From an optimization exercise on the open Yosys and OpenROAD flow, aimed at small area; shortcuts taken in it are not production practice. Only simulation tests tie the RTL to the original design; equivalence was not proved. No activity file was given, so power comes from the tool's default toggle rates.

==> design/flow/standard.sh <==
#!/bin/bash
# synth_recipe.tcl (not shown) runs the flow's synth.tcl, then flattens the netlist and writes it again
# the make line also repeats each setting of config.mk as NAME=value (left out here)
make -C /OpenROAD-flow-scripts/flow DESIGN_CONFIG=/design/flow/config.mk WORK_HOME=/design/flow/orfs CLKGATE_MAP_FILE= SYNTH_SCRIPT=/design/flow/synth_recipe.tcl "${@:-finish}"
==> design/flow/config.mk <==
export PLATFORM = sky130hd
export DESIGN_NAME = uart_top
export DESIGN_NICKNAME = uart_top
export VERILOG_FILES = /design/flow/design.v
export SDC_FILE = /design/flow/constraint.sdc
export NUM_CORES = 4
export LEC_CHECK = 0
export ABC_AREA = 1
export CAP_MARGIN = 20
export CORE_MARGIN = 2
export CORE_UTILIZATION = 60
export SLEW_MARGIN = 20
==> design/flow/flow/abc_area.script <==
strash
dc2
dch -f
amap
topo
stime -c
==> design/flow/design.v <==
package uart_reg_pkg;
    typedef struct packed {
        reg        TX_EN;  
        reg        TX_CLR_OVRN;  
        reg        RX_EN;  
        reg        RX_CLR_OVRN;  
        reg [7:0]  TX_DATA;  
        reg [15:0]  BAUDDIV;  
    } config_reg_t;
    typedef struct packed {
        reg        RX_VALID;  
        reg        RX_OVRN;  
        reg [4:0]  RX_LVL;  
        reg        RX_BUSY;  
        reg        TX_OVRN;  
        reg [4:0]  TX_LVL;  
        reg        TX_BUSY;  
        reg [7:0]  RX_DATA;  
    } status_reg_t;
endpackage
`timescale 1ns/1ps
module uart_top (
    input wire         clk_i,
    input wire         reset_i,
    input wire         rx_data_i,
    output wire        tx_data_o,
    input wire         psel_i,
    input wire         penable_i,
    input wire         pwrite_i,
    input wire  [4:0]  paddr_i,
    input wire  [31:0] pwdata_i,
    output reg  [31:0] prdata_o,
    output wire        pready_o,
    output wire        pslverr_o
);
    wire acc    = psel_i & penable_i;
    wire wr     = acc & pwrite_i;
    wire rd     = acc & ~pwrite_i;
    wire a_cfg  = (paddr_i == 5'h00);
    wire a_txd  = (paddr_i == 5'h08);
    wire a_rxd  = (paddr_i == 5'h0C);
    wire a_baud = (paddr_i == 5'h10);
    assign pready_o  = 1'b1;
    assign pslverr_o = psel_i & paddr_i[4] & (|paddr_i[3:0]);
    reg        tx_en, tx_clr, rx_en, rx_clr;
    reg [7:0]  tx_data_r;
    reg [15:0] baud_div;
    always @(posedge clk_i) begin
        if (reset_i) begin
            tx_en     <= 1'b0;
            tx_clr    <= 1'b0;
            rx_en     <= 1'b0;
            rx_clr    <= 1'b0;
            tx_data_r <= 8'h00;
            baud_div  <= 16'h0029;
        end else begin
            if (wr & a_cfg) begin
                tx_en  <= pwdata_i[0];
                tx_clr <= pwdata_i[1];
                rx_en  <= pwdata_i[2];
                rx_clr <= pwdata_i[3];
            end
            if (wr & a_txd)  tx_data_r <= pwdata_i[7:0];
            if (wr & a_baud) baud_div  <= pwdata_i[15:0];
        end
    end
    wire       tick;
    wire       tx_busy, tx_ovrn, rx_busy, rx_ovrn;
    wire [4:0] tx_lvl, rx_lvl;
    wire [7:0] rx_head;
    wire       rx_valid = (rx_lvl != 5'd0);
    uart_baud u_baud (
        .clk_i(clk_i), .reset_i(reset_i),
        .en_i(tx_en | rx_en), .div_i(baud_div),
        .wr_i(wr & a_baud), .wdata_i(pwdata_i[15:0]),
        .tick_o(tick)
    );
    uart_txp u_tx (
        .clk_i(clk_i), .reset_i(reset_i), .tick_i(tick),
        .en_i(tx_en), .clr_i(tx_clr),
        .wr_i(wr & a_txd), .wdata_i(pwdata_i[7:0]),
        .lvl_o(tx_lvl), .ovrn_o(tx_ovrn), .busy_o(tx_busy),
        .tx_o(tx_data_o)
    );
    uart_rxp u_rx (
        .clk_i(clk_i), .reset_i(reset_i), .tick_i(tick),
        .en_i(rx_en), .clr_i(rx_clr), .rx_i(rx_data_i),
        .pop_i(rd & a_rxd & rx_valid),
        .lvl_o(rx_lvl), .ovrn_o(rx_ovrn), .busy_o(rx_busy),
        .head_o(rx_head)
    );
    always @(*) begin
        prdata_o = 32'h0;
        case (paddr_i)
            5'h00: prdata_o[3:0]  = {rx_clr, rx_en, tx_clr, tx_en};
            5'h04: prdata_o[14:0] = {tx_busy, tx_lvl, tx_ovrn, rx_busy, rx_lvl, rx_ovrn, rx_valid};
            5'h08: prdata_o[7:0]  = tx_data_r;
            5'h0C: prdata_o[7:0]  = rx_head;
            5'h10: prdata_o[15:0] = baud_div;
            default: ;
        endcase
    end
endmodule
module uart_baud (
    input  wire        clk_i,
    input  wire        reset_i,
    input  wire        en_i,
    input  wire [15:0] div_i,
    input  wire        wr_i,
    input  wire [15:0] wdata_i,
    output reg         tick_o
);
    function automatic [15:0] dec_toggle(input [15:0] c);
        integer k;
        reg all0;
        begin
            all0 = 1'b1;
            for (k = 0; k < 16; k = k + 1) begin
                dec_toggle[k] = all0;
                all0 = all0 & ~c[k];
            end
        end
    endfunction
    reg [15:0] bcnt;
    reg        bpend, bclr;
    wire       bfire = (bcnt == 16'd1);
    always @(posedge clk_i) begin
        bpend  <= wr_i & (wdata_i != div_i);
        bclr   <= bpend;
        tick_o <= en_i & ~bclr & bfire;
        if (~en_i | bclr | bfire) bcnt <= div_i;
        else                      bcnt <= bcnt ^ dec_toggle(bcnt);
    end
endmodule
module uart_txp (
    input  wire       clk_i,
    input  wire       reset_i,
    input  wire       tick_i,
    input  wire       en_i,
    input  wire       clr_i,
    input  wire       wr_i,
    input  wire [7:0] wdata_i,
    output reg  [4:0] lvl_o,
    output reg        ovrn_o,
    output wire       busy_o,
    output wire       tx_o
);
    function automatic [4:0] updn_toggle(input [4:0] c, input up, input dn);
        integer k;
        reg all1, all0;
        begin
            all1 = 1'b1;
            all0 = 1'b1;
            for (k = 0; k < 5; k = k + 1) begin
                updn_toggle[k] = (up & all1) | (dn & all0);
                all1 = all1 & c[k];
                all0 = all0 & ~c[k];
            end
        end
    endfunction
    localparam [3:0] T_IDLE = 4'd0, T_FETCH = 4'd1, T_STOP = 4'd12;
    reg [7:0]  fifo [0:15];
    reg [15:0] v;
    reg        pend;
    reg [3:0]  st;
    reg [7:0]  tbyte;
    reg [3:0]  cnt;
    reg        btick;
    wire full = lvl_o[4];
    wire push = wr_i & ~full;
    wire pop  = (st == T_FETCH);
    wire act  = (st != T_IDLE) & (st != T_FETCH);
    wire take = pend & v[15];
    wire [16:1] ld;
    assign ld[16] = take;
    genvar g;
    generate
        for (g = 1; g < 16; g = g + 1) begin : g_ld
            assign ld[g] = v[g-1] & (~v[g] | ld[g+1]);
        end
    endgenerate
    integer i;
    always @(posedge clk_i) begin
        if (push) fifo[0] <= wdata_i;
        for (i = 1; i < 16; i = i + 1)
            if (ld[i]) fifo[i] <= fifo[i-1];
        if (take) tbyte <= fifo[15];
    end
    always @(posedge clk_i) begin
        if (reset_i) begin
            v      <= 16'h0000;
            pend   <= 1'b0;
            lvl_o  <= 5'd0;
            ovrn_o <= 1'b0;
            st     <= T_IDLE;
        end else begin
            v[0] <= push | (v[0] & ~ld[1]);
            for (i = 1; i < 16; i = i + 1)
                v[i] <= ld[i] | (v[i] & ~ld[i+1]);
            if (pop)       pend <= 1'b1;
            else if (take) pend <= 1'b0;
            lvl_o <= lvl_o ^ updn_toggle(lvl_o, push & ~pop, ~push & pop);
            if (wr_i & full) ovrn_o <= 1'b1;
            else if (clr_i)  ovrn_o <= 1'b0;
            case (st)
                T_IDLE:  if (en_i & (lvl_o != 5'd0)) st <= T_FETCH;
                T_FETCH: st <= 4'd2;
                default: if (btick) st <= (st == T_STOP) ? T_IDLE : st + 4'd1;
            endcase
        end
        if (~act)        cnt <= 4'd0;
        else if (tick_i) cnt <= cnt + 4'd1;
        btick <= act & tick_i & (cnt == 4'd15);
    end
    wire dph = (st >= 4'd4) & (st <= 4'd11);
    assign tx_o   = (st == 4'd3) ? 1'b0 : (dph ? tbyte[{st[3], st[1:0]}] : 1'b1);
    assign busy_o = (st != T_IDLE);
endmodule
module uart_rxp (
    input  wire       clk_i,
    input  wire       reset_i,
    input  wire       tick_i,
    input  wire       en_i,
    input  wire       clr_i,
    input  wire       rx_i,
    input  wire       pop_i,
    output reg  [4:0] lvl_o,
    output reg        ovrn_o,
    output wire       busy_o,
    output wire [7:0] head_o
);
    function automatic [4:0] updn_toggle(input [4:0] c, input up, input dn);
        integer k;
        reg all1, all0;
        begin
            all1 = 1'b1;
            all0 = 1'b1;
            for (k = 0; k < 5; k = k + 1) begin
                updn_toggle[k] = (up & all1) | (dn & all0);
                all1 = all1 & c[k];
                all0 = all0 & ~c[k];
            end
        end
    endfunction
    localparam [3:0] R_MON = 4'd0, R_PUSH = 4'd1, R_FS = 4'd2, R_SV = 4'd3, R_STOP = 4'd12;
    reg       s1, s2;
    reg [3:0] st;
    reg [7:0] rbyte;
    reg [3:0] cnt;
    reg       sp, sq, svalid;
    reg [7:0] fifo [0:15];
    reg       f;        
    reg [4:0] q;        
    wire moving = f & (q != lvl_o);
    wire mon  = (st == R_MON) | (st == R_PUSH) | (st == R_FS);
    wire dph  = (st >= 4'd4) & (st <= 4'd11);
    wire full = lvl_o[4];
    wire wen  = (st == R_PUSH);
    wire push = wen & ~full;
    assign busy_o = (st != R_MON) & (st != R_PUSH);
    always @(posedge clk_i) begin
        s1 <= rx_i;
        s2 <= s1;
    end
    always @(posedge clk_i) begin
        if (reset_i) begin
            st     <= R_MON;
            lvl_o  <= 5'd0;
            ovrn_o <= 1'b0;
            f      <= 1'b0;
        end else begin
            if (mon) begin
                st <= (~s2 & en_i) ? R_SV : R_MON;
            end else if (svalid) begin
                if (st == R_SV)        st <= sp ? R_FS : 4'd4;
                else if (st == R_STOP) st <= sp ? R_PUSH : R_MON;
                else                   st <= st + 4'd1;
            end
            lvl_o <= lvl_o ^ updn_toggle(lvl_o, push & ~pop_i, ~push & pop_i);
            if (push) begin
                f <= 1'b1;
                q <= 5'd16;
            end else begin
                f <= moving & ~(pop_i & (lvl_o == 5'd1));
                if (moving) q <= q - 5'd1;
            end
            if (wen & full)  ovrn_o <= 1'b1;
            else if (clr_i)  ovrn_o <= 1'b0;
        end
        if (svalid & dph) rbyte <= {sp, rbyte[7:1]};
        if (~busy_o)     cnt <= 4'd0;
        else if (tick_i) cnt <= cnt + 4'd1;
        if (tick_i & busy_o) begin
            if (cnt == 4'd6) begin
                sp <= s2;
                sq <= s2;
            end else if (cnt == 4'd7) begin
                sp <= sp & s2;
                sq <= sq | s2;
            end else if (cnt == 4'd8) begin
                sp <= sp | (sq & s2);
            end
        end
        svalid <= tick_i & busy_o & (cnt == 4'd8);
    end
    wire [15:1] ld;
    genvar g;
    generate
        for (g = 1; g < 16; g = g + 1) begin : g_ld
            assign ld[g] = pop_i | (moving & (lvl_o <= 5'd16 - g));
        end
    endgenerate
    integer i;
    always @(posedge clk_i) begin
        if (push) fifo[0] <= rbyte;
        for (i = 1; i < 16; i = i + 1)
            if (ld[i]) fifo[i] <= fifo[i-1];
    end
    assign head_o = (moving & ~(|lvl_o[4:1])) ? rbyte : fifo[15];
endmodule
==> design/flow/constraint.sdc <==
create_clock -name core_clock -period 5.0 [get_ports {clk_i}]
set_input_delay 1.0000 -clock core_clock [delete_from_list [all_inputs] [get_ports {clk_i}]]
set_output_delay 1.0000 -clock core_clock [all_outputs]
set_load 0.01 [all_outputs]
==> design/flow/flow/run.sh <==
#!/bin/bash
# The standard layout (standard.sh), with our own choices for:
#  - ABC's area script: synthesis is the standard flow's, with the same registers;
#    only the mapping of the logic between them differs
#  - the cell that buffers each port (buf_1)
#  - clock tree synthesis options (no dummy loads, clkbuf_16 clusters,
#    clkbuf_8 root)
# Each tool's full output goes to the ORFS logs under orfs/logs/, and
# make's output to flow_make.log.
set -euo pipefail
rm -rf scripts_local
cp -r "$FLOW_HOME/scripts" scripts_local
cp flow/abc_area.script scripts_local/abc_area.script
export SCRIPTS_DIR="$PWD/scripts_local"
export BUFFER_PORTS_ARGS="-buffer_cell sky130_fd_sc_hd__buf_1"
export CTS_ARGS='-sink_clustering_enable -repair_clock_nets -dont_use_dummy_load -buf_list sky130_fd_sc_hd__clkbuf_16 -sink_clustering_size 30 -sink_clustering_max_diameter 100 -sink_clustering_buffer sky130_fd_sc_hd__clkbuf_16 -root_buf sky130_fd_sc_hd__clkbuf_8'
bash standard.sh > flow_make.log 2>&1
==> results.ini, run 1 <==
[cts]
insertion_delay_ns=0.56
clkTransAtPathRegs_ns=0.12
clock_path_buffers=3
numCtsBuffers=16
postCtsSetupBuffers=0
cts-root-buf=clkbuf_8
cts_tree=built
clock_sinks=376
htreeDepth=1

[timing]
hold_viol_final=0
max_slew_margin=0.301
rsz0062_at_grt=no
fin_skew_ns=0.0359
min_period_ns=4.50
fin_tns_setup_ns=0
max_slew.worst_pin.slew_ns=1.04
finalCritPeriodShare=0.900
fmax_ghz=0.222
holdWs_ns=0.346
slew_viol_final=0
setup_viol=0

[final_layout]
synthToLayoutAreaGrowth_pct=6.75
fillers=1615
nets=1088
post-route-util=0.655
diodes=0
ff_latch_area_um2=10300
drive_above_1_share=0.0308
multi_input_area_um2=2650

[critical_path]
path_delay_family=compound AO/OA/AOI/OAI gates
setup.worst_path.start=u_rx.lvl_o[2]
crit_path_end_kind=output pin
critPathKind=reg -> out
crit_fanout=9
crit_path_frequent_cell=clkinv_1
start_kind=flop
arrival_ns=3.50
worst-path-buf-inv=3
cp_slowest_cell=dfxtp_1
slowest_delay_ns=0.49
cp_cell_sequence=clkinv_1, o2111ai_1, o21ai_0, nor2_1, nand2_1, nor2_2, clkinv_1, o221a_1, a221oi_1, o221ai_1, buf_1
worstPathRequired_ns=4.00
r2r_start=u_rx.lvl_o[2]

[logic_synthesis]
yosysWarnings=6
synth_area_per_cell_um2=14.3
synthArstFlopShare=0
ys_ff_latch=376
synthesis.area_um2=13400
synthFlopType=edfxtp_1
yosysSeqAreaShare=0.768
synth_top_area_share=0.623
yosys.area.top_type=edfxtp_1
synth_edf_count=279
synth_cell_type_count=39
yosys-top-cells-area=edfxtp_1 (62%), dfxtp_1 (14%), ha_1 (3.3%)
syn_inst=939

[placed_design]
hpwl_um=16800
place_congestion=0.861
portBuffers=44

[grt]
grt_pass1_vias=7176
grt_usage=0.198
grt_max_degree=44
grt_pass1_wl_um=37000
grt_overflow=0
antenna_found_initial=0

[route]
via_per_inst=5.83
totalWireLength_um=23400
drt_iter0_drc=630
num_vias=7503
wl_per_cell_um=18.1
first_pass_iters=5
ant_nets=0
drc=0

[outcome]
status=timing/DRC/antenna clean

[floorplan]
rows=54
start_util=0.614
coreArea_um2=21900
die_h_um=154
die-area_um2=23600
num_io_pins=78
die_x_um=154

[hold_path]
min_from=u_baud.bpend
hold_class=reg -> reg

[power]
p_per_area_nw_per_um2=420
peakVddDrop_mv=0.317
p_leak_nw=4.65

[run]
drv_cap=0

-- cells in the mapped netlist, types with 7 or more instances --
master    number
nor4_1         7
a22oi_1       17
clkinv_1     110
o21ai_0       47
nand3_1        8
nor3_1        12
buf_4         17
a21oi_1       64
a211oi_1      15
o22ai_1       36
edfxtp_1     279
nand2_1       31
ha_1          35
nor2_1        98
dfxtp_1       97
nor2b_1       11
o221ai_1      10
-- state kept, by name, indices dropped and copies added (netlist names), 4 cells and up --
name and flops:
u_rx.q 5, u_rx.cnt 4, u_rx.st 4, u_tx.lvl_o 5, u_tx.cnt 4, tx_data_r 8, u_tx.v 16, u_rx.lvl_o 5
u_rx.rbyte 8, u_tx.fifo 128, u_tx.tbyte 8, u_baud.bcnt 16, u_tx.st 4, u_rx.fifo 128, baud_div 16
-- what timing repair did --
item	in CTS	in global routing
hold buffers	0	0
endpoints found under the hold margin	0	0
endpoints found under the setup margin	0	1
resized for setup	0	1
-- worst register-to-register path: stages (launching register included) --
cell and delay, ns:
dfxtp_1 0.49, clkinv_1 0.30, a221oi_1 0.37, o2111ai_1 0.16
o21ai_0 0.23, nor2_1 0.09, nor2_1 0.46, clkinv_1 0.47
o21ai_0 0.47, clkinv_1 0.52
-- layout make-up --
type / count / area share
Multi-Input combinational cell: 451 / 0.185
Clock buffer: 16 / 0.0255
Inverter: 110 / 0.0288
Timing Repair Buffer: 55 / 0.0174
Sequential cell: 376 / 0.719
Tap cell: 280 / 0.0244
-- cell families after synthesis --
logic type	count (synthesis)	share of synthesized area
flip-flops	376	0.768
buffers and inverters	127	0.0402
other	2	0.000559
AO/OA/AOI/OAI	215	0.0982
adder cells (fa/ha/maj)	35	0.0326
AND/OR/NAND/NOR	184	0.0607
-- through the flow --
stage          std cells  area [um2]  total power (W)  setup slack, ns
3_5_place_dp        1272       14000          0.00473            0.463
6_report            1288       14300          0.00603            0.502
2_1_floorplan        954       13500          0.00444            0.421
3_3_place_gp        1272       14000          0.00465            0.758
5_1_grt             1288       14300          0.00629            0.115
4_1_cts             1288       14300          0.00606            0.434
-- power breakdown --
part,internal [W],leakage (nW),switching [W]
logic,0.000190,1.15,0.000527
clock network,0.000523,0.182,0.000833
registers,0.00381,3.32,0.000150
total,0.00452,4.65,0.00151
-- final timing paths --
check	end	slack, ns	cells past startpoint
worst max-delay path	prdata_o[3]	0.50	11
worst min-delay path	u_baud.bclr	0.35	0
worst max register to register	u_rx.fifo[9][3]	1.08	9
worst min register to register	u_baud.bclr	0.35	0
-- layout by cell type, fill, tap and decap left out, types with 2 or more instances in the layout --
cell type / n
and3_1: 4
clkbuf_16: 13
ha_1: 35
clkbuf_8: 3
a221oi_1: 6
dfxtp_1: 97
a31oi_1: 4
a211oi_1: 15
a311oi_1: 3
a41oi_1: 2
nand4_1: 2
nor3_1: 12
o21ai_0: 47
or2_0: 3
a21oi_1: 64
nor2b_1: 11
edfxtp_1: 279
o221ai_1: 10
clkinv_1: 110
a21boi_0: 2
buf_4: 11
o31ai_2: 2
nor4_1: 7
buf_1: 43
nand3_1: 8
nand2_1: 31
nor4b_1: 3
nor2_1: 97
a22oi_1: 17
conb_1: 17
o22ai_1: 36
-- per-layer routing --
layer	part of all wire	GRT usage
met1	0.45	0.290
met2	0.47	0.324
met3	0.070	0.0321
met4	0.012	0.0345
met5	0	0
==> run 2: changes to the inputs <==
--- a/design/flow/design.v
+++ b/design/flow/design.v
@@ -248,10 +248,10 @@
     reg [7:0] rbyte;
     reg [3:0] cnt;
     reg       sp, sq, svalid;
-    reg [7:0] fifo [0:15];
+    reg [7:0] ring [0:15];
+    reg [3:0] hpos;     
     reg       f;        
-    reg [4:0] q;        
-    wire moving = f & (q != lvl_o);
+    wire ins = f & (hpos + 4'd2 == lvl_o[3:0]);
     wire mon  = (st == R_MON) | (st == R_PUSH) | (st == R_FS);
     wire dph  = (st >= 4'd4) & (st <= 4'd11);
     wire full = lvl_o[4];
@@ -277,13 +277,8 @@
                 else                   st <= st + 4'd1;
             end
             lvl_o <= lvl_o ^ updn_toggle(lvl_o, push & ~pop_i, ~push & pop_i);
-            if (push) begin
-                f <= 1'b1;
-                q <= 5'd16;
-            end else begin
-                f <= moving & ~(pop_i & (lvl_o == 5'd1));
-                if (moving) q <= q - 5'd1;
-            end
+            if (push)                                f <= 1'b1;
+            else if (ins | (pop_i & (lvl_o == 5'd1))) f <= 1'b0;
             if (wen & full)  ovrn_o <= 1'b1;
             else if (clr_i)  ovrn_o <= 1'b0;
         end
@@ -303,18 +298,11 @@
         end
         svalid <= tick_i & busy_o & (cnt == 4'd8);
     end
-    wire [15:1] ld;
-    genvar g;
-    generate
-        for (g = 1; g < 16; g = g + 1) begin : g_ld
-            assign ld[g] = pop_i | (moving & (lvl_o <= 5'd16 - g));
-        end
-    endgenerate
     integer i;
     always @(posedge clk_i) begin
-        if (push) fifo[0] <= rbyte;
-        for (i = 1; i < 16; i = i + 1)
-            if (ld[i]) fifo[i] <= fifo[i-1];
+        ring[0] <= ins ? rbyte : ring[15];
+        for (i = 1; i < 16; i = i + 1) ring[i] <= ring[i-1];
+        hpos <= pop_i ? hpos : hpos + 4'd1;
     end
-    assign head_o = (moving & ~(|lvl_o[4:1])) ? rbyte : fifo[15];
+    assign head_o = (f & (lvl_o == 5'd1)) ? rbyte : ring[hpos];
 endmodule
==> run 2 against run 1 <==
Via count is 5.7% higher. Sequential share of layout area is 6.8 points lower. Synthesized area is 4.4% lower. Largest power group unchanged.
==> results.ini, run 2 <==
[logic_synthesis]
yosysMostFrequentCell=dfxtp_1  ; was edfxtp_1
synth_top_family_by_area=compound AO/OA/AOI/OAI gates  ; unchanged
ys_ff_latch=375  ; was 376
yosys-top-cells-area=dfxtp_1 (35%), edfxtp_1 (35%), ha_1 (3.8%)  ; was edfxtp_1 (62%), dfxtp_1 (14%), ha_1 (3.3%)
yosysWarnings=6  ; unchanged
synth_top_area_share=0.351  ; was 0.623
synth_mux_area_frac=0  ; unchanged
synthSimpleGateAreaFrac=0.0773  ; was 0.0607
synthFlopType=dfxtp_1  ; was edfxtp_1
synthesis.area_um2=12800  ; was 13400 um2
synth.top_cells.by_count=dfxtp_1 (225), edfxtp_1 (150), clkinv_1 (115), nor2_1 (106), a21oi_1 (57)  ; was edfxtp_1 (279), clkinv_1 (110), nor2_1 (98), dfxtp_1 (97), a21oi_1 (64)
synthXorXnorAreaFrac=0  ; unchanged
synth_area_per_cell_um2=12.4  ; was 14.3 um2
yosysSeqAreaShare=0.701  ; was 0.768
synthAdderAreaFrac=0.0380  ; was 0.0326
synthArstFlopShare=0  ; unchanged
syn_inst=1032  ; was 939
synth_cell_type_count=46  ; was 39
yosys.area.top_type=dfxtp_1  ; was edfxtp_1
synth_edf_count=150  ; was 279
synth_compound_area_frac=0.139  ; was 0.0982

[timing]
slew_viol_final=0  ; unchanged
fin_skew_ns=0.0514  ; was 0.0359 ns
setup_viol=0  ; unchanged
min_period_ns=4.70  ; was 4.50 ns
max_slew.worst_pin.slew_ns=1.07  ; was 1.04 ns
holdWs_ns=0.334  ; was 0.346 ns
fmax_ghz=0.213  ; was 0.222 GHz
rsz0062_at_grt=no  ; unchanged
fin_tns_setup_ns=0  ; unchanged
post-route-worst-setup-slack_ns=0.300  ; was 0.502 ns
max_slew_margin=0.285  ; was 0.301
finalCritPeriodShare=0.940  ; was 0.900
hold_viol_final=0  ; unchanged

[final_layout]
drive_above_1_share=0.0361  ; was 0.0308
ff_latch_area_um2=9010  ; was 10300 um2
fillers=1633  ; was 1615
reg_top3=u_rx.ring: 128 flops, u_tx.fifo: 128 flops  ; was u_rx.fifo: 128 flops, u_tx.fifo: 128 flops
synthToLayoutAreaGrowth_pct=7.63  ; was 6.75%
layout.cells.non_filler=1385  ; was 1288
multi_input_area_um2=3360  ; was 2650 um2
stdcell_area_um2=13800  ; was 14300 um2
final_common_cell=dfxtp_1  ; was edfxtp_1
mostFrequentLayoutCells=dfxtp_1 (225), edfxtp_1 (150), clkinv_1 (115), nor2_1 (105), a21oi_1 (57)  ; was edfxtp_1 (279), clkinv_1 (110), nor2_1 (97), dfxtp_1 (97), a21oi_1 (64)
nets=1193  ; was 1088

[floorplan]
coreArea_um2=21000  ; was 21900 um2
die-area_um2=22600  ; was 23600 um2
die_x_um=150  ; was 154 um
die_h_um=150  ; was 154 um
rows=53  ; was 54
num_io_pins=78  ; unchanged
start_util=0.611  ; was 0.614

[cts]
clock_path_buffers=3  ; unchanged
cts-root-buf=clkbuf_8  ; unchanged
holdBufCountCts=0  ; unchanged
postCtsSetupBuffers=0  ; unchanged
insertion_delay_ns=0.57  ; was 0.56 ns
numCtsBuffers=16  ; unchanged
cts_tree=built  ; unchanged
clock_sinks=375  ; was 376
clkTransAtPathRegs_ns=0.11  ; was 0.12 ns
htreeDepth=1  ; unchanged
ctsResizeCount=0  ; unchanged

[critical_path]
crit_fanout=8  ; was 9
arrival_ns=3.70  ; was 3.50 ns
crit_path_end_kind=output pin  ; unchanged
critPathKind=reg -> out  ; unchanged
start_kind=flop  ; unchanged
worstPathRequired_ns=4.00  ; about the same

[power]
p_leak_nw=4.73  ; was 4.65 nW
p_per_area_nw_per_um2=400  ; was 420 nW/um2
peakVddDrop_mv=0.373  ; was 0.317 mV

[grt]
grt_pass1_wl_um=38100  ; was 37000 um
grt_usage=0.219  ; was 0.198
grt_overflow=0  ; unchanged
grt_pass1_vias=7261  ; was 7176
grt_max_degree=44  ; unchanged
antenna_found_initial=0  ; unchanged

[placed_design]
place_area_um2=13400  ; was 14000 um2
portBuffers=44  ; unchanged
pre_cts_ws_ns=0.808  ; was 0.463 ns
placed_cells=1368  ; was 1272
hpwl_um=17500  ; was 16800 um
place_congestion=0.870  ; was 0.861

[hold_path]
hold_class=reg -> reg  ; unchanged

[run]
drv_cap=0  ; unchanged

[route]
drt_iter0_drc=538  ; was 630
totalWireLength_um=24500  ; was 23400 um
first_pass_iters=6  ; was 5
num_vias=7928  ; was 7503
drc=0  ; unchanged
wl_per_cell_um=17.7  ; was 18.1 um
ant_nets=0  ; unchanged
via_per_inst=5.72  ; was 5.83

[outcome]
status=timing/DRC/antenna clean  ; unchanged

-- run 2: changes by cell type in the layout (fill, tap and decap cells not counted), moves of 8 or more --
cell	before	now
nand2_1	31	46
nor2_1	97	105
dfxtp_1	97	225
a222oi_1	0	23
edfxtp_1	279	150
a22o_1	0	11
buf_4	11	19
-- run 2: worst paths after layout --
| kind | startpoint | endpoint | slack (ns) | cells after the start |
|---|---|---|---|---|
| worst max-delay path | u_rx.hpos[0] | prdata_o[3] | 0.30 | 13 |
| worst min-delay path | u_rx.ring[8][4] | u_rx.ring[9][4] | 0.33 | 0 |
| worst max register to register | u_baud.bcnt[0] | u_baud.bcnt[15] | 1.40 | 18 |
| worst min register to register | u_rx.ring[8][4] | u_rx.ring[9][4] | 0.33 | 0 |
-- run 2: through the flow --
step / total power [W] / utilization
after floorplan: 0.00394 / -
after global placement: 0.00422 / 0.639
after CTS: 0.00556 / 0.657
after detailed placement: 0.00422 / 0.639
after global routing: 0.00579 / 0.658
final: 0.00553 / 0.658
-- run 2: kinds of logic (layout without fill, tap and decap cells) --
logic type               after synthesis  count (layout)
AND/OR/NAND/NOR                      223             223
AO/OA/AOI/OAI                        261             261
buffers and inverters                132             194
flip-flops                           375             375
adder cells (fa/ha/maj)               39              39
other                                  2              18
-- run 2: critical path, cell delays in order (launching register included) --
cell and delay (ns):
edfxtp_1 0.45, clkinv_1 0.19, ha_1 0.26, clkinv_1 0.11, nor2_1 0.20, a22o_1 0.26, a221oi_1 0.21, nand2_1 0.07
a221oi_1 0.28, nand3_1 0.14, o221a_1 0.27, a2111oi_0 0.27, o21ai_0 0.21, buf_1 0.18
-- run 2: cell type report --
class,count,share of cell area
clock buffers,16,0.0265
flip-flops and latches,375,0.652
multi-input cells,540,0.243
diodes,1,0.000181
repair buffers,63,0.0224
inverters,115,0.0312
well taps,275,0.0249
-- run 2: power by group --
part           leakage [nW]  switching (W)  internal (W)
Combinational          1.38       0.000517      0.000251
Clock                 0.182       0.000823      0.000523
Sequential             3.17       0.000113       0.00330
-- run 2: per-layer routing --
metal / part of all wire / track usage
met2: 0.44 / 0.332
met5: 0 / 0
met4: 0.011 / 0.0425
met1: 0.47 / 0.335
met3: 0.077 / 0.0382
==> run 3: changes to the inputs <==
--- a/design/flow/design.v
+++ b/design/flow/design.v
@@ -78,7 +78,7 @@
     uart_txp u_tx (
         .clk_i(clk_i), .reset_i(reset_i), .tick_i(tick),
         .en_i(tx_en), .clr_i(tx_clr),
-        .wr_i(wr & a_txd), .wdata_i(pwdata_i[7:0]),
+        .wr_i(wr & a_txd), .stage_i(tx_data_r),
         .lvl_o(tx_lvl), .ovrn_o(tx_ovrn), .busy_o(tx_busy),
         .tx_o(tx_data_o)
     );
@@ -139,7 +139,7 @@
     input  wire       en_i,
     input  wire       clr_i,
     input  wire       wr_i,
-    input  wire [7:0] wdata_i,
+    input  wire [7:0] stage_i,
     output reg  [4:0] lvl_o,
     output reg        ovrn_o,
     output wire       busy_o,
@@ -158,10 +158,14 @@
             end
         end
     endfunction
+    function automatic [4:0] inc17(input [4:0] c);
+        inc17 = (c == 5'd16) ? 5'd0 : c + 5'd1;
+    endfunction
     localparam [3:0] T_IDLE = 4'd0, T_FETCH = 4'd1, T_STOP = 4'd12;
-    reg [7:0]  fifo [0:15];
-    reg [15:0] v;
-    reg        pend;
+    reg [7:0]  ring [0:16];
+    reg [4:0]  hp, tp;
+    reg        w;           
+    reg        pend;        
     reg [3:0]  st;
     reg [7:0]  tbyte;
     reg [3:0]  cnt;
@@ -170,33 +174,31 @@
     wire push = wr_i & ~full;
     wire pop  = (st == T_FETCH);
     wire act  = (st != T_IDLE) & (st != T_FETCH);
-    wire take = pend & v[15];
-    wire [16:1] ld;
-    assign ld[16] = take;
-    genvar g;
-    generate
-        for (g = 1; g < 16; g = g + 1) begin : g_ld
-            assign ld[g] = v[g-1] & (~v[g] | ld[g+1]);
-        end
-    endgenerate
+    wire take = pend & (hp == 5'd16);
+    wire ins  = w & (tp[0] | tp[4]);
     integer i;
     always @(posedge clk_i) begin
-        if (push) fifo[0] <= wdata_i;
-        for (i = 1; i < 16; i = i + 1)
-            if (ld[i]) fifo[i] <= fifo[i-1];
-        if (take) tbyte <= fifo[15];
+        for (i = 0; i < 17; i = i + 1) begin
+            if (i % 2 == 0 && ins && inc17(tp) == i)
+                ring[i] <= stage_i;
+            else
+                ring[i] <= ring[(i + 16) % 17];
+        end
+        if (take) tbyte <= ring[16];
     end
     always @(posedge clk_i) begin
         if (reset_i) begin
-            v      <= 16'h0000;
+            hp     <= 5'd0;
+            tp     <= 5'd0;
+            w      <= 1'b0;
             pend   <= 1'b0;
             lvl_o  <= 5'd0;
             ovrn_o <= 1'b0;
             st     <= T_IDLE;
         end else begin
-            v[0] <= push | (v[0] & ~ld[1]);
-            for (i = 1; i < 16; i = i + 1)
-                v[i] <= ld[i] | (v[i] & ~ld[i+1]);
+            if (~take) hp <= inc17(hp);
+            if (~ins)  tp <= inc17(tp);
+            w <= push | (w & ~ins);
             if (pop)       pend <= 1'b1;
             else if (take) pend <= 1'b0;
             lvl_o <= lvl_o ^ updn_toggle(lvl_o, push & ~pop, ~push & pop);
@@ -302,7 +304,8 @@
     always @(posedge clk_i) begin
         ring[0] <= ins ? rbyte : ring[15];
         for (i = 1; i < 16; i = i + 1) ring[i] <= ring[i-1];
-        hpos <= pop_i ? hpos : hpos + 4'd1;
+        if (reset_i)    hpos <= 4'd0;
+        else if (~pop_i) hpos <= hpos + 4'd1;
     end
     assign head_o = (f & (lvl_o == 5'd1)) ? rbyte : ring[hpos];
 endmodule
==> design/flow/flow/abc_area.script (replaced) <==
strash
dc2
dch -f
amap
topo
stime -c
buffer -c
upsize -c
dnsize -c
==> run 3 against run 2 <==
Still clean. Highest routed layer unchanged. First-iteration DRC count is 3.3% higher. Synthesized cell count is 20% higher. Design area is 3.9% lower. Combinational power is 43% lower. Sequential power is 5% lower.
==> results.ini, run 3 <==
[critical_path]
crit_path_end_kind=output pin  ; unchanged
r2r_slack_ns=1.40  ; about the same
setup.worst_path.start=u_rx.hpos[1]  ; was u_rx.hpos[0]
start_kind=flop  ; unchanged
worstPathRequired_ns=4.00  ; about the same
crit_fanout=9  ; was 8
arrival_ns=3.55  ; was 3.70 ns
reg2reg_to=u_baud.bcnt[15]  ; unchanged
critPathKind=reg -> out  ; unchanged
cp-endpoint=prdata_o[1]  ; was prdata_o[3]
r2r_start=u_baud.bcnt[0]  ; unchanged
r2r_cells=17  ; was 18

[grt]
grt_max_degree=39  ; was 44
grt_usage=0.232  ; was 0.219
antenna_found_initial=0  ; unchanged
grt_pass1_vias=7862  ; was 7261
grt_overflow=0  ; unchanged
grt_pass1_wl_um=41000  ; was 38100 um

[cts]
postCtsSetupBuffers=0  ; unchanged
clkTransAtPathRegs_ns=0.11  ; about the same
htreeDepth=1  ; unchanged
holdBufCountCts=0  ; unchanged
cts-root-buf=clkbuf_8  ; unchanged
insertion_delay_ns=0.55  ; was 0.57 ns
clock_path_buffers=3  ; unchanged
ctsResizeCount=0  ; unchanged
numCtsBuffers=16  ; unchanged
clock_sinks=378  ; was 375
cts_tree=built  ; unchanged

[route]
totalWireLength_um=25800  ; was 24500 um
first_pass_iters=5  ; was 6
drc=0  ; unchanged
via_per_inst=5.60  ; was 5.72
num_vias=8583  ; was 7928
wl_per_cell_um=16.8  ; was 17.7 um
ant_nets=0  ; unchanged
drt_iter0_drc=556  ; was 538

[logic_synthesis]
synthesis.area_um2=12600  ; was 12800 um2
synthFlopType=dfxtp_1  ; unchanged
synth_edf_count=18  ; was 150
synthArstFlopShare=0  ; unchanged
yosysSeqAreaShare=0.616  ; was 0.701
yosysWarnings=6  ; unchanged
synth_area_per_cell_um2=10.2  ; was 12.4 um2
ys_ff_latch=378  ; was 375
synth_cell_type_count=58  ; was 46
yosysMostFrequentCell=dfxtp_1  ; unchanged
synth.top_cells.by_count=dfxtp_1 (360), nor2_1 (161), a21oi_1 (135), inv_1 (116), o21ai_0 (45)  ; was dfxtp_1 (225), edfxtp_1 (150), clkinv_1 (115), nor2_1 (106), a21oi_1 (57)
syn_inst=1234  ; was 1032
yosys-top-cells-area=dfxtp_1 (57%), a21oi_1 (5.4%), nor2_1 (4.8%)  ; was dfxtp_1 (35%), edfxtp_1 (35%), ha_1 (3.8%)
yosys.area.top_type=dfxtp_1  ; unchanged
synth_top_area_share=0.573  ; was 0.351

[timing]
hold_viol_final=0  ; unchanged
finalCritPeriodShare=0.910  ; was 0.940
slew_viol_final=0  ; unchanged
rsz0062_at_grt=no  ; unchanged
max_slew_margin=0.285  ; about the same
setup_viol=0  ; unchanged
fmax_ghz=0.220  ; was 0.213 GHz
min_period_ns=4.55  ; was 4.70 ns
fin_skew_ns=0.0281  ; was 0.0514 ns
max_slew.worst_pin.slew_ns=1.07  ; about the same
fin_tns_setup_ns=0  ; unchanged

[final_layout]
regMostFlops=u_tx.ring
layout.cells.non_filler=1532  ; was 1385
drive_above_1_share=0.0420  ; was 0.0361
multi_input_area_um2=4170  ; was 3360 um2
largest_reg_flops=136
nets=1351  ; was 1193
final_common_cell=dfxtp_1  ; unchanged
reg_top3=u_tx.ring: 136 flops, u_rx.ring: 128 flops  ; was u_rx.ring: 128 flops, u_tx.fifo: 128 flops
synthToLayoutAreaGrowth_pct=5.54  ; was 7.63%
diodes=0  ; was 1
ff_latch_area_um2=7750  ; was 9010 um2
post-route-util=0.650  ; was 0.658
mostFrequentLayoutCells=dfxtp_1 (360), nor2_1 (161), a21oi_1 (135), inv_1 (116), o21ai_0 (45)  ; was dfxtp_1 (225), edfxtp_1 (150), clkinv_1 (115), nor2_1 (105), a21oi_1 (57)
fillers=1711  ; was 1633

[power]
p_leak_nw=5.06  ; was 4.73 nW
p_per_area_nw_per_um2=379  ; was 400 nW/um2
peakVddDrop_mv=0.305  ; was 0.373 mV

[run]
drv_cap=0  ; unchanged

[floorplan]
die_h_um=149  ; was 150 um
die-area_um2=22200  ; was 22600 um2
start_util=0.616  ; was 0.611
coreArea_um2=20400  ; was 21000 um2
rows=52  ; was 53
die_x_um=149  ; was 150 um
num_io_pins=78  ; unchanged

[outcome]
status=timing/DRC/antenna clean  ; unchanged

[placed_design]
placed_cells=1515  ; was 1368
portBuffers=44  ; unchanged
place_congestion=0.815  ; was 0.870
hpwl_um=18300  ; was 17500 um

[hold_path]
hold_class=reg -> reg  ; unchanged

[run 3: stage by stage]
stage                     setup slack, ns  hold slack [ns]  power [W]  instance area [um2]
after floorplan                      1.52            0.310    0.00361                12600
after global placement               1.13            0.310    0.00372                12900
after detailed placement             1.10            0.312    0.00373                12900
after CTS                           0.487            0.322    0.00507                13300
after global routing                0.246            0.327    0.00525                13300
final                               0.452            0.318    0.00503                13300
[run 3: cells by family (layout without fill, tap and decap cells)]
group,Yosys count,after routing,share of synthesized area
DFF,378,378,0.616
AOI/OAI and AO/OA,349,349,0.178
and+or+nand+nor,288,288,0.105
buffers and inverters,173,186,0.0574
adders and majority gates,44,44,0.0437
other,2,17,0.000597
[run 3: worst min path at each step]
stage,start,to,cells past startpoint
6_report,u_tx.ring[6][1],u_tx.ring[7][1],0
5_1_grt,u_tx.ring[8][1],u_tx.ring[9][1],0
4_1_cts,u_tx.ring[8][1],u_tx.ring[9][1],0
3_5_place_dp,u_tx.ring[6][7],u_tx.ring[7][7],0
3_3_place_gp,u_tx.ring[8][0],u_tx.ring[9][0],0
2_1_floorplan,u_baud.bpend,u_baud.bclr,0
[run 3: power breakdown]
group	internal [W]	switching, W	total (W)
Combinational	0.000151	0.000287	0.000438
Sequential	0.00315	0.0000813	0.00323
Clock	0.000524	0.000838	0.00136
[run 3: area by class of cell]
cell class | count | area share
inverters | 121 | 0.0342
flip-flops and latches | 378 | 0.583
multi-input cells | 698 | 0.314
clock buffers | 16 | 0.0276
repair buffers | 49 | 0.0154
well taps | 270 | 0.0254
[run 3: worst max-delay path: stages, from the launching register on]
cell       delay, ns
dfxtp_1         0.46
ha_1            0.30
inv_1           0.11
nor2_2          0.48
nor4_1          0.12
nand3_1         0.18
inv_2           0.12
a2111oi_0       0.75
o221ai_1        0.28
buf_1           0.19
[run 3: per-layer routing]
layer  up-vias  part of all wire  track usage
met4         0             0.018       0.0548
met2       184              0.45        0.370
met3        30             0.051       0.0254
li1       4327                 -            -
met5         -                 0            0
met1      4042              0.48        0.344
==> run 4: changes to the inputs <==
==> design/flow/flow/abc_area.script (replaced) <==
strash
dc2
dch -f
amap
topo
stime -c
--- a/design/flow/config.mk
+++ b/design/flow/config.mk
@@ -9,4 +9,5 @@
 export CAP_MARGIN = 20
 export CORE_MARGIN = 2
 export CORE_UTILIZATION = 60
+export SETUP_SLACK_MARGIN = 0.2
 export SLEW_MARGIN = 20
==> run 4 against run 3 <==
Synthesized cell count is 2.8% lower. Sequential share of layout area hardly changed. Critical path depth is 3 higher. Count of clock-buffer cells in the layout stayed put. Worst hold slack worse by 0.0015 ns. Cell count is 0.46% higher. Maximum frequency is 1.7% lower. Die area is 1.8% lower. Total power is 0.19% higher.
==> results.ini, run 4 <==
[critical_path]
crit_fanout=9  ; unchanged
arrival_ns=3.63  ; was 3.55 ns
worstPathRequired_ns=4.00  ; about the same
start_kind=flop  ; unchanged
critPathKind=reg -> out  ; unchanged
crit_path_end_kind=output pin  ; unchanged

[timing]
finalCritPeriodShare=0.925  ; was 0.910
fmax_ghz=0.216  ; was 0.220 GHz
min_period_ns=4.63  ; was 4.55 ns
slew_viol_final=0  ; unchanged
hold_viol_final=0  ; unchanged
fin_tns_setup_ns=0  ; unchanged
max_slew.worst_pin.slew_ns=1.08  ; was 1.07 ns
setup_viol=0  ; unchanged
rsz0062_at_grt=yes  ; was no
holdWs_ns=0.317  ; was 0.318 ns
fin_skew_ns=0.0394  ; was 0.0281 ns
post-route-worst-setup-slack_ns=0.373  ; was 0.452 ns
max_slew_margin=0.283  ; was 0.285

[cts]
cts-root-buf=clkbuf_8  ; unchanged
postCtsSetupBuffers=0  ; unchanged
htreeDepth=1  ; unchanged
insertion_delay_ns=0.57  ; was 0.55 ns
clkTransAtPathRegs_ns=0.11  ; about the same
clock_sinks=378  ; unchanged
numCtsBuffers=16  ; unchanged
cts_tree=built  ; unchanged
clock_path_buffers=3  ; unchanged

[floorplan]
start_util=0.610  ; was 0.616
rows=52  ; unchanged
die_x_um=147  ; was 149 um
die_h_um=147  ; was 149 um
coreArea_um2=20200  ; was 20400 um2
die-area_um2=21800  ; was 22200 um2
num_io_pins=78  ; unchanged

[route]
drc=0  ; unchanged
num_vias=8741  ; was 8583
totalWireLength_um=26600  ; was 25800 um
first_pass_iters=5  ; unchanged
via_per_inst=5.68  ; was 5.60
drt_iter0_drc=598  ; was 556
ant_nets=0  ; unchanged
wl_per_cell_um=17.3  ; was 16.8 um

[logic_synthesis]
yosysWarnings=6  ; unchanged
synthFlopType=dfxtp_1  ; unchanged
synth_top_area_share=0.583  ; was 0.573
yosys.area.top_type=dfxtp_1  ; unchanged
yosysMostFrequentCell=dfxtp_1  ; unchanged
synth_area_per_cell_um2=10.3  ; was 10.2 um2
synth_edf_count=18  ; unchanged
synthesis.area_um2=12400  ; was 12600 um2
yosys-top-cells-area=dfxtp_1 (58%), a21oi_1 (5.5%), nor2_1 (5.4%)  ; was dfxtp_1 (57%), a21oi_1 (5.4%), nor2_1 (4.8%)
synth.top_cells.by_count=dfxtp_1 (360), nor2_1 (177), a21oi_1 (135), clkinv_1 (121), o21ai_0 (46)  ; was dfxtp_1 (360), nor2_1 (161), a21oi_1 (135), inv_1 (116), o21ai_0 (45)
syn_inst=1199  ; was 1234
yosysSeqAreaShare=0.627  ; was 0.616
synthArstFlopShare=0  ; unchanged
ys_ff_latch=378  ; unchanged
synth_cell_type_count=45  ; was 58

[grt]
grt_pass1_vias=8153  ; was 7862
antenna_found_initial=1  ; was 0
grt_overflow=0  ; unchanged
grt_max_degree=38  ; was 39
grt_usage=0.247  ; was 0.232
grt_pass1_wl_um=42800  ; was 41000 um

[outcome]
status=timing/DRC/antenna clean  ; unchanged

[final_layout]
largest_reg_flops=136  ; unchanged
synthToLayoutAreaGrowth_pct=7.57  ; was 5.54%
final_common_cell=dfxtp_1  ; unchanged
nets=1358  ; was 1351
mostFrequentLayoutCells=dfxtp_1 (360), nor2_1 (167), a21oi_1 (135), clkinv_1 (121), o21ai_0 (46)  ; was dfxtp_1 (360), nor2_1 (161), a21oi_1 (135), inv_1 (116), o21ai_0 (45)
reg_top3=u_tx.ring: 136 flops, u_rx.ring: 128 flops  ; unchanged
drive_above_1_share=0.0307  ; was 0.0420
diodes=0  ; unchanged
regMostFlops=u_tx.ring  ; unchanged

[power]
p_leak_nw=4.86  ; was 5.06 nW
peakVddDrop_mv=0.292  ; was 0.305 mV
p_per_area_nw_per_um2=380  ; was 379 nW/um2

[placed_design]
hpwl_um=18200  ; was 18300 um
portBuffers=44  ; unchanged
pre_cts_ws_ns=0.764  ; was 1.10 ns
place_congestion=0.867  ; was 0.815

[hold_path]
hold_class=reg -> reg  ; unchanged

[run]
drv_cap=0  ; unchanged

==> run 4: cell types whose count changed in the layout (fill, tap and decap cells not counted), moves of 4 or more <==
cell / before / now
buf_4: 5 / 12
clkinv_1: 1 / 121
inv_1: 116 / 0
inv_2: 4 / 0
nor2_1: 161 / 167
nor2_2: 12 / 6
or2_0: 0 / 5
==> run 4: where the power goes <==
part / total [W] / switching, W / leakage, nW / internal (W)
combinational: 0.000445 / 0.000290 / 1.61 / 0.000156
sequential: 0.00324 / 0.0000825 / 3.07 / 0.00315
clock: 0.00136 / 0.000839 / 0.182 / 0.000524
==> run 4: worst max-delay path, cell delays in order (launching register included) <==
cell       delay, ns
dfxtp_1         0.34
clkinv_1        0.13
ha_1            0.20
clkinv_1        0.11
nor2_2          0.52
a2111oi_0       0.17
nand3_1         0.15
clkinv_1        0.24
or3_1           0.39
o211ai_1        0.08
a21boi_0        0.36
o221ai_1        0.20
buf_1           0.18
==> run 4: cell families (layout without fill, tap and decap cells) <==
group	after synthesis	count (layout)	share of synthesized area
buffers and inverters	138	193	0.0471
adder cells (fa/ha/maj)	44	44	0.0446
AO/OA/AOI/OAI	349	349	0.181
flip-flops	378	378	0.627
AND/OR/NAND/NOR	288	288	0.0996
other	2	17	0.000608
==> run 4: cell type report <==
cell class | instances | area (um2)
Clock buffer | 16 | 367
Fill cell | 1709 | 6950
Inverter | 121 | 454
Multi-Input combinational cell | 698 | 4120
Sequential cell | 378 | 7750
Tap cell | 270 | 338
Timing Repair Buffer | 56 | 256
==> run 4: final timing paths <==
check / from / end / slack [ns] / depth (start not counted)
max: u_rx.hpos[0] / prdata_o[6] / 0.37 / 12
min: u_tx.ring[6][6] / u_tx.ring[7][6] / 0.32 / 0
max reg2reg: u_baud.bcnt[0] / u_baud.bcnt[15] / 1.35 / 18
min reg2reg: u_tx.ring[6][6] / u_tx.ring[7][6] / 0.32 / 0
==> run 4: routing by layer <==
metal  wire length (um)  global-route usage  vias up
met2              11900               0.389      249
met3               1480              0.0346       45
li1                   -                   -     4369
met1              12500               0.359     4076
met5                 13                   0        -
met4                675              0.0697        2
==> run 4: metrics by stage <==
stage	instances	util	power [W]	instance area (um2)
finish	1539	0.657	0.00504	13300
global route	1539	0.657	0.00528	13300
CTS	1539	0.655	0.00508	13200
detailed placement	1523	0.636	0.00374	12900
global placement	1523	0.636	0.00373	12900
floorplan	1214	-	0.00361	12400
==> run 4: timing repair <==
action	4_1_cts	5_1_grt
gates resized for setup	3	8
hold buffers	0	0
setup endpoints to repair	1	6
pin swaps	0	0
==> run 5: changes to the inputs <==
--- a/design/flow/flow/run.sh
+++ b/design/flow/flow/run.sh
@@ -1,6 +1,7 @@
 #!/bin/bash
 # The standard layout (standard.sh), with our own choices for:
-#  - ABC's area script: synthesis is the standard flow's, with the same registers;
+#  - ABC's area script (area mapping, then ABC's own timing repair):
+#    synthesis is the standard flow's, with the same registers;
 #    only the mapping of the logic between them differs
 #  - the cell that buffers each port (buf_1)
 #  - clock tree synthesis options (no dummy loads, clkbuf_16 clusters,
==> design/flow/flow/abc_area.script (replaced) <==
strash
dc2
dch -f
amap
topo
stime -c
buffer -c
upsize -c
dnsize -c
--- a/design/flow/config.mk
+++ b/design/flow/config.mk
@@ -9,5 +9,4 @@
 export CAP_MARGIN = 20
 export CORE_MARGIN = 2
 export CORE_UTILIZATION = 60
-export SETUP_SLACK_MARGIN = 0.2
 export SLEW_MARGIN = 20
==> run 5 against run 4 <==
Still clean on timing, DRC and antenna. Total power decreased by 0.19%. Die area increased by 1.8%. Largest power group unchanged. Combinational power decreased by 2%. Core utilization decreased by 0.65 points. Worst hold slack improved by 0.0015 ns. Cell count decreased by 0.45%. Register-to-register slack improved by 0.05 ns. Worst setup slack improved by 0.079 ns.
==> results.ini, run 5 <==
[outcome]
status=timing/DRC/antenna clean  ; unchanged

[power]
p_leak_nw=5.06  ; was 4.86 nW
pwr-share-clk=0.271  ; was 0.270
p_per_area_nw_per_um2=379  ; was 380 nW/um2
p_sw_w=0.00121  ; about the same
p_sw_frac=0.240  ; about the same
power_w=0.00503  ; was 0.00504 W
combPwrFrac=0.087  ; was 0.088
power.internal_w=0.00383  ; about the same
seq_power_share=0.642  ; was 0.641
peakVddDrop_mv=0.305  ; was 0.292 mV

[cts]
insertion_delay_ns=0.55  ; was 0.57 ns
clock_sinks=378  ; unchanged
clock_path_buffers=3  ; unchanged
htreeDepth=1  ; unchanged
numCtsBuffers=16  ; unchanged
ctsResizeCount=0  ; was 3
clkTransAtPathRegs_ns=0.11  ; about the same
postCtsSetupBuffers=0  ; unchanged
cts_tree=built  ; unchanged
holdBufCountCts=0  ; unchanged
cts-root-buf=clkbuf_8  ; unchanged

[route]
route.met2.wl_um=11500  ; was 11900 um
drt_iter0_drc=556  ; was 598
route.met3.wl_um=1310  ; was 1480 um
ant_nets=0  ; unchanged
num_vias=8583  ; was 8741
maxUsedRoutingLayer=met4  ; was met5
first_pass_iters=5  ; unchanged
wl_per_cell_um=16.8  ; was 17.3 um
drt-met1-wl_um=12500  ; about the same
drc=0  ; unchanged
totalWireLength_um=25800  ; was 26600 um
via_per_inst=5.60  ; was 5.68

[floorplan]
die_h_um=149  ; was 147 um
rows=52  ; unchanged
coreArea_um2=20400  ; was 20200 um2
die-area_um2=22200  ; was 21800 um2
start_util=0.616  ; was 0.610
num_io_pins=78  ; unchanged
die_x_um=149  ; was 147 um

[critical_path]
cp.depth=9  ; was 12
worstPathRequired_ns=4.00  ; about the same
slowest_delay_ns=0.75  ; was 0.52 ns
arrival_ns=3.55  ; was 3.63 ns
cp_slowest_cell=a2111oi_0  ; was nor2_2
crit_fanout=9  ; unchanged
start_kind=flop  ; unchanged
critPathKind=reg -> out  ; unchanged
worst-path-buf-inv=3  ; was 4
r2r_start=u_baud.bcnt[0]  ; unchanged
cp_cell_sequence=ha_1, inv_1, nor2_2, nor4_1, nand3_1, inv_2, a2111oi_0, o221ai_1, buf_1  ; was clkinv_1, ha_1, clkinv_1, nor2_2, a2111oi_0, nand3_1, clkinv_1, or3_1, o211ai_1, a21boi_0, o221ai_1, buf_1
path_delay_family=compound AO/OA/AOI/OAI gates  ; was simple AND/OR/NAND/NOR gates
r2r_slack_ns=1.40  ; was 1.35 ns
r2r_cells=17  ; was 18
crit_path_end_kind=output pin  ; unchanged
setup.worst_path.start=u_rx.hpos[1]  ; was u_rx.hpos[0]

[final_layout]
drive_above_1_share=0.0420  ; was 0.0307
mostFrequentLayoutCells=dfxtp_1 (360), nor2_1 (161), a21oi_1 (135), inv_1 (116), o21ai_0 (45)  ; was dfxtp_1 (360), nor2_1 (167), a21oi_1 (135), clkinv_1 (121), o21ai_0 (46)
diodes=0  ; unchanged
nets=1351  ; was 1358
final_common_cell=dfxtp_1  ; unchanged
largest_reg_flops=136  ; unchanged
fillers=1711  ; was 1709
regMostFlops=u_tx.ring  ; unchanged
ff_latch_area_um2=7750  ; unchanged
layout.cells.non_filler=1532  ; was 1539
multi_input_area_um2=4170  ; was 4120 um2
reg_top3=u_tx.ring: 136 flops, u_rx.ring: 128 flops  ; unchanged
synthToLayoutAreaGrowth_pct=5.54  ; was 7.57%

[logic_synthesis]
yosysSeqAreaShare=0.616  ; was 0.627
synth_top_family_by_area=compound AO/OA/AOI/OAI gates  ; unchanged
synthFlopType=dfxtp_1  ; unchanged
syn_inst=1234  ; was 1199
ys_ff_latch=378  ; unchanged
synthXorXnorAreaFrac=0  ; unchanged
synthSimpleGateAreaFrac=0.105  ; was 0.0996
synth_top_area_share=0.573  ; was 0.583
synth.top_cells.by_count=dfxtp_1 (360), nor2_1 (161), a21oi_1 (135), inv_1 (116), o21ai_0 (45)  ; was dfxtp_1 (360), nor2_1 (177), a21oi_1 (135), clkinv_1 (121), o21ai_0 (46)
yosys-top-cells-area=dfxtp_1 (57%), a21oi_1 (5.4%), nor2_1 (4.8%)  ; was dfxtp_1 (58%), a21oi_1 (5.5%), nor2_1 (5.4%)
synthesis.area_um2=12600  ; was 12400 um2
synth_compound_area_frac=0.178  ; was 0.181
synthAdderAreaFrac=0.0437  ; was 0.0446
synth_cell_type_count=58  ; was 45
synth_mux_area_frac=0  ; unchanged
synth_edf_count=18  ; unchanged
yosysWarnings=6  ; unchanged
synthArstFlopShare=0  ; unchanged
synth_area_per_cell_um2=10.2  ; was 10.3 um2
yosys.area.top_type=dfxtp_1  ; unchanged
yosysMostFrequentCell=dfxtp_1  ; unchanged

[hold_path]
hold_class=reg -> reg  ; unchanged
hold_depth=0  ; unchanged
min_from=u_tx.ring[6][1]  ; was u_tx.ring[6][6]

[timing]
max_slew.worst_pin.slew_ns=1.07  ; was 1.08 ns
finalCritPeriodShare=0.910  ; was 0.925
fin_tns_setup_ns=0  ; unchanged
fin_skew_ns=0.0281  ; was 0.0394 ns
min_period_ns=4.55  ; was 4.63 ns
fmax_ghz=0.220  ; was 0.216 GHz
rsz0062_at_grt=no  ; was yes
max_slew_margin=0.285  ; was 0.283
post-route-worst-setup-slack_ns=0.452  ; was 0.373 ns
holdWs_ns=0.318  ; was 0.317 ns
setup_viol=0  ; unchanged
hold_viol_final=0  ; unchanged
slew_viol_final=0  ; unchanged

[grt]
grt_pass1_vias=7862  ; was 8153
antenna_found_initial=0  ; was 1
grt_overflow=0  ; unchanged
grt_pass1_wl_um=41000  ; was 42800 um
grt_usage=0.232  ; was 0.247
grt_max_degree=39  ; was 38

[placed_design]
hpwl_um=18300  ; was 18200 um
portBuffers=44  ; unchanged
place_congestion=0.815  ; was 0.867
pre_cts_ws_ns=1.10  ; was 0.764 ns
placed_cells=1515  ; was 1523

[run]
drv_cap=0  ; unchanged

run 5: changes by cell type in the layout (fill, tap and decap cells not counted), sizes merged:
cell	change
buf	-7
clkinv	-120
inv	+120
run 5: cell families after synthesis:
kind of cell / Yosys count
buffers and inverters: 173
flip-flops: 378
AO/OA/AOI/OAI: 349
other: 2
AND/OR/NAND/NOR: 288
adder cells (fa/ha/maj): 44
run 5: path summary, 6_finish.rpt:
path	endpoint
worst max-delay path	prdata_o[1]
worst min-delay path	u_tx.ring[7][1]
worst max register to register	u_baud.bcnt[15]
worst min register to register	u_tx.ring[7][1]
run 5: stage by stage:
stage / area [um2] / util
2_1_floorplan: 12600 / -
3_3_place_gp: 12900 / 0.632
3_5_place_dp: 12900 / 0.632
4_1_cts: 13300 / 0.650
5_1_grt: 13300 / 0.650
6_report: 13300 / 0.650
run 5: routing by layer:
metal | up-vias | track usage
li1 | 4327 | -
met1 | 4042 | 0.344
met2 | 184 | 0.370
met3 | 30 | 0.0254
met4 | 0 | 0.0548
met5 | - | 0
run 5: layout make-up:
cell class / count / share of cell area
clock buffers: 16 / 0.0276
repair buffers: 49 / 0.0154
inverters: 121 / 0.0342
well taps: 270 / 0.0254
flip-flops and latches: 378 / 0.583
multi-input cells: 698 / 0.314
run 5: worst register-to-register path, stage by stage, from the launching register on:
cell	delay (ns)
dfxtp_1	0.39
inv_1	0.06
ha_1	0.20
ha_1	0.20
ha_1	0.20
ha_1	0.22
ha_1	0.20
ha_1	0.19
ha_1	0.20
ha_1	0.20
ha_1	0.20
ha_1	0.20
ha_1	0.20
ha_1	0.20
ha_1	0.20
ha_1	0.20
a21oi_1	0.14
o22ai_1	0.08
run 5: power groups by stage:
stage                     registers (W)  logic [W]  clock network, W
after floorplan                 0.00328   0.000335                 0
after global placement          0.00330   0.000426                 0
after detailed placement        0.00330   0.000433                 0
after CTS                       0.00323   0.000435           0.00140
after global routing            0.00325   0.000499           0.00150
final                           0.00323   0.000438           0.00136
==> run 6: changes to the inputs <==
--- a/design/flow/design.v
+++ b/design/flow/design.v
@@ -165,16 +165,16 @@
     reg [7:0]  ring [0:16];
     reg [4:0]  hp, tp;
     reg        w;           
-    reg        pend;        
     reg [3:0]  st;
-    reg [7:0]  tbyte;
+    reg        nb, ob;      
     reg [3:0]  cnt;
     reg        btick;
     wire full = lvl_o[4];
     wire push = wr_i & ~full;
     wire pop  = (st == T_FETCH);
     wire act  = (st != T_IDLE) & (st != T_FETCH);
-    wire take = pend & (hp == 5'd16);
+    wire rel  = btick & (st == T_STOP);
+    wire cap  = (hp == 5'd16) & (st >= 4'd3) & (st <= 4'd10);
     wire ins  = w & (tp[0] | tp[4]);
     integer i;
     always @(posedge clk_i) begin
@@ -184,23 +184,21 @@
             else
                 ring[i] <= ring[(i + 16) % 17];
         end
-        if (take) tbyte <= ring[16];
+        if (cap) nb <= ring[16][st[2:0] - 3'd3];
+        if (btick) ob <= nb;
     end
     always @(posedge clk_i) begin
         if (reset_i) begin
             hp     <= 5'd0;
             tp     <= 5'd0;
             w      <= 1'b0;
-            pend   <= 1'b0;
             lvl_o  <= 5'd0;
             ovrn_o <= 1'b0;
             st     <= T_IDLE;
         end else begin
-            if (~take) hp <= inc17(hp);
+            if (~rel)  hp <= inc17(hp);
             if (~ins)  tp <= inc17(tp);
             w <= push | (w & ~ins);
-            if (pop)       pend <= 1'b1;
-            else if (take) pend <= 1'b0;
             lvl_o <= lvl_o ^ updn_toggle(lvl_o, push & ~pop, ~push & pop);
             if (wr_i & full) ovrn_o <= 1'b1;
             else if (clr_i)  ovrn_o <= 1'b0;
@@ -215,7 +213,7 @@
         btick <= act & tick_i & (cnt == 4'd15);
     end
     wire dph = (st >= 4'd4) & (st <= 4'd11);
-    assign tx_o   = (st == 4'd3) ? 1'b0 : (dph ? tbyte[{st[3], st[1:0]}] : 1'b1);
+    assign tx_o   = (st == 4'd3) ? 1'b0 : (dph ? ob : 1'b1);
     assign busy_o = (st != T_IDLE);
 endmodule
 module uart_rxp (
--- a/design/flow/config.mk
+++ b/design/flow/config.mk
@@ -8,5 +8,5 @@
 export ABC_AREA = 1
 export CAP_MARGIN = 20
 export CORE_MARGIN = 2
-export CORE_UTILIZATION = 60
+export CORE_UTILIZATION = 72
 export SLEW_MARGIN = 20
==> run 6 against run 5 <==
Wire length up 4.3%. Core utilization rose by 12 points. Global-route usage up 5.9 points. Worst setup slack gained 0.014 ns. First-iteration DRC count is 28% higher. Critical path depth rose by 2. Maximum frequency rose by 0.31%. Via count increased by 3.0%. Cell count fell by 3.2%. Count of clock-buffer cells in the layout did not move. Synthesized cell count shrank 0.24%. Design area is 1.3% lower.
==> results.ini, run 6 <==
[grt]
use_met2=0.460  ; was 0.370
grt_overflow=0  ; unchanged
grt_pass1_wl_um=42100  ; was 41000 um
met1_usage=0.417  ; was 0.344
grt_busiest_layer=met2  ; unchanged
grt_max_degree=37  ; was 39
gr-usage-met3=0.0554  ; was 0.0254
grt_pass1_vias=8210  ; was 7862
antenna_found_initial=0  ; unchanged
grt_usage=0.292  ; was 0.232

[final_layout]
nets=1348  ; was 1351
reg_top3=u_tx.ring: 136 flops, u_rx.ring: 128 flops  ; unchanged
multi_input_area_um2=4170  ; about the same
fillers=1219  ; was 1711
regMostFlops=u_tx.ring  ; unchanged
ff_latch_area_um2=7550  ; was 7750 um2
layout.cells.non_filler=1483  ; was 1532
mostFrequentLayoutCells=dfxtp_1 (359), nor2_1 (139), inv_1 (137), a21oi_1 (114), o21ai_0 (49)  ; was dfxtp_1 (360), nor2_1 (161), a21oi_1 (135), inv_1 (116), o21ai_0 (45)
largest_reg_flops=136  ; unchanged
stdcell_area_um2=13100  ; was 13300 um2
synthToLayoutAreaGrowth_pct=4.93  ; was 5.54%

[critical_path]
cp_cell_sequence=inv_1, ha_1, inv_1, nor2_1, a22o_1, a221o_1, a2111oi_0, a31oi_1, nor2_1, o221ai_1, buf_1  ; was ha_1, inv_1, nor2_2, nor4_1, nand3_1, inv_2, a2111oi_0, o221ai_1, buf_1
worst-path-buf-inv=3  ; unchanged
crit_fanout=8  ; was 9
r2r_cells=17  ; unchanged
arrival_ns=3.53  ; was 3.55 ns
worstPathRequired_ns=4.00  ; about the same
path_delay_family=compound AO/OA/AOI/OAI gates  ; unchanged
cp_slowest_cell=a2111oi_0  ; unchanged
crit_path_end_kind=output pin  ; unchanged
r2r_slack_ns=1.60  ; was 1.40 ns
critPathKind=reg -> out  ; unchanged
start_kind=flop  ; unchanged
r2r_start=u_baud.bcnt[0]  ; unchanged
reg2reg_to=u_baud.bcnt[15]  ; unchanged

[power]
seq_power_share=0.637  ; was 0.642
peakVddDrop_mv=0.383  ; was 0.305 mV
power_w=0.00498  ; was 0.00503 W
pwr-share-clk=0.274  ; was 0.271
p_leak_nw=4.98  ; was 5.06 nW
p_per_area_nw_per_um2=380  ; was 379 nW/um2
p_sw_frac=0.246  ; was 0.240
combPwrFrac=0.089  ; was 0.087
p_sw_w=0.00123  ; was 0.00121 W
power.internal_w=0.00375  ; was 0.00383 W

[route]
totalWireLength_um=26900  ; was 25800 um
drt_iter0_drc=712  ; was 556
first_pass_iters=6  ; was 5
via_per_inst=5.96  ; was 5.60
ant_nets=0  ; unchanged
wl_per_cell_um=18.2  ; was 16.8 um
drc=0  ; unchanged
num_vias=8841  ; was 8583

[run]
drv_cap=0  ; unchanged

[cts]
numCtsBuffers=16  ; unchanged
clock_path_buffers=3  ; unchanged
cts_tree=built  ; unchanged
ctsResizeCount=0  ; unchanged
holdBufCountCts=0  ; unchanged
insertion_delay_ns=0.56  ; was 0.55 ns
clkTransAtPathRegs_ns=0.11  ; about the same
postCtsSetupBuffers=0  ; unchanged
htreeDepth=1  ; unchanged
cts-root-buf=clkbuf_8  ; unchanged
clock_sinks=371  ; was 378

[hold_path]
hold_end=u_rx.s2  ; was u_tx.ring[7][1]
min_from=u_rx.s1  ; was u_tx.ring[6][1]
hold_class=reg -> reg  ; unchanged
hold_depth=0  ; unchanged

[placed_design]
portBuffers=44  ; unchanged
hpwl_um=18800  ; was 18300 um
place_congestion=0.877  ; was 0.815
placed_cells=1466  ; was 1515

[timing]
finalCritPeriodShare=0.907  ; was 0.910
hold_viol_final=0  ; unchanged
max_slew.worst_pin.slew_ns=1.01  ; was 1.07 ns
fin_skew_ns=0.0471  ; was 0.0281 ns
rsz0062_at_grt=no  ; unchanged
slew_viol_final=0  ; unchanged
setup_viol=0  ; unchanged
max_slew_margin=0.323  ; was 0.285
fin_tns_setup_ns=0  ; unchanged

[outcome]
status=timing/DRC/antenna clean  ; unchanged

[floorplan]
die-area_um2=18400  ; was 22200 um2
rows=48  ; was 52
num_io_pins=78  ; unchanged
coreArea_um2=17100  ; was 20400 um2
die_x_um=136  ; was 149 um
start_util=0.730  ; was 0.616

[logic_synthesis]
ys_ff_latch=371  ; was 378
syn_inst=1231  ; was 1234
synth_cell_type_count=58  ; unchanged
yosys.area.top_type=dfxtp_1  ; unchanged
synthesis.area_um2=12500  ; was 12600 um2
synthArstFlopShare=0  ; unchanged
yosysMostFrequentCell=dfxtp_1  ; unchanged
yosysWarnings=6  ; unchanged
yosys-top-cells-area=dfxtp_1 (58%), a21oi_1 (4.6%), ha_1 (4.5%)  ; was dfxtp_1 (57%), a21oi_1 (5.4%), nor2_1 (4.8%)
synth_top_area_share=0.575  ; was 0.573
synthFlopType=dfxtp_1  ; unchanged
yosysSeqAreaShare=0.604  ; was 0.616
synth_edf_count=12  ; was 18

-- run 6: worst max-delay path by stage --
stage | depth (start not counted) | to | start | slack [ns]
after global routing | 11 | prdata_o[1] | u_rx.hpos[0] | 0.32
after global placement | 9 | prdata_o[2] | paddr_i[0] | 1.11
final | 11 | prdata_o[1] | u_rx.hpos[0] | 0.47
after CTS | 11 | prdata_o[1] | u_rx.hpos[0] | 0.54
after floorplan | 6 | prdata_o[7] | paddr_i[1] | 1.66
after detailed placement | 9 | prdata_o[2] | paddr_i[0] | 1.07
-- run 6: stage by stage --
stage | util | setup slack [ns] | hold WS, ns
after floorplan | - | 1.66 | 0.310
after global placement | 0.744 | 1.11 | 0.310
after detailed placement | 0.744 | 1.07 | 0.312
after CTS | 0.765 | 0.540 | 0.288
after global routing | 0.766 | 0.317 | 0.288
final | 0.766 | 0.466 | 0.283
-- run 6: worst reg2reg max path, cell delays in order, from the launching register on --
cell and delay (ns):
dfxtp_1 0.38, inv_1 0.05, ha_1 0.19, ha_1 0.18, ha_1 0.19, ha_1 0.18, ha_1 0.18, ha_1 0.19
ha_1 0.19, ha_1 0.19, ha_1 0.18, ha_1 0.18, ha_1 0.18, ha_1 0.18, ha_1 0.18, ha_1 0.21
a21oi_1 0.16, o22ai_1 0.09
-- run 6: layout make-up --
cell class / instances / area share
Clock buffer: 16 / 0.0280
Tap cell: 225 / 0.0215
Sequential cell: 371 / 0.576
Multi-Input combinational cell: 681 / 0.318
Timing Repair Buffer: 51 / 0.0167
Inverter: 139 / 0.0398
-- run 6: metal layers --
metal	share of wire	vias up
met5	0	-
li1	-	4317
met4	0.025	0
met1	0.46	4191
met2	0.45	285
met3	0.067	48
-- run 6: cell families after synthesis --
family,Yosys count,share of synthesized area
compound gates,345,0.182
fa+ha+maj,45,0.0451
buf+inv,194,0.0664
flops,371,0.604
other cells,2,0.000601
simple gates,274,0.102
-- run 6: power groups by stage --
stage	Sequential (W)	Combinational (W)	Clock, W
2_1_floorplan	0.00321	0.000325	0
3_3_place_gp	0.00323	0.000427	0
3_5_place_dp	0.00324	0.000436	0
4_1_cts	0.00317	0.000439	0.00138
5_1_grt	0.00319	0.000498	0.00147
6_report	0.00317	0.000444	0.00136
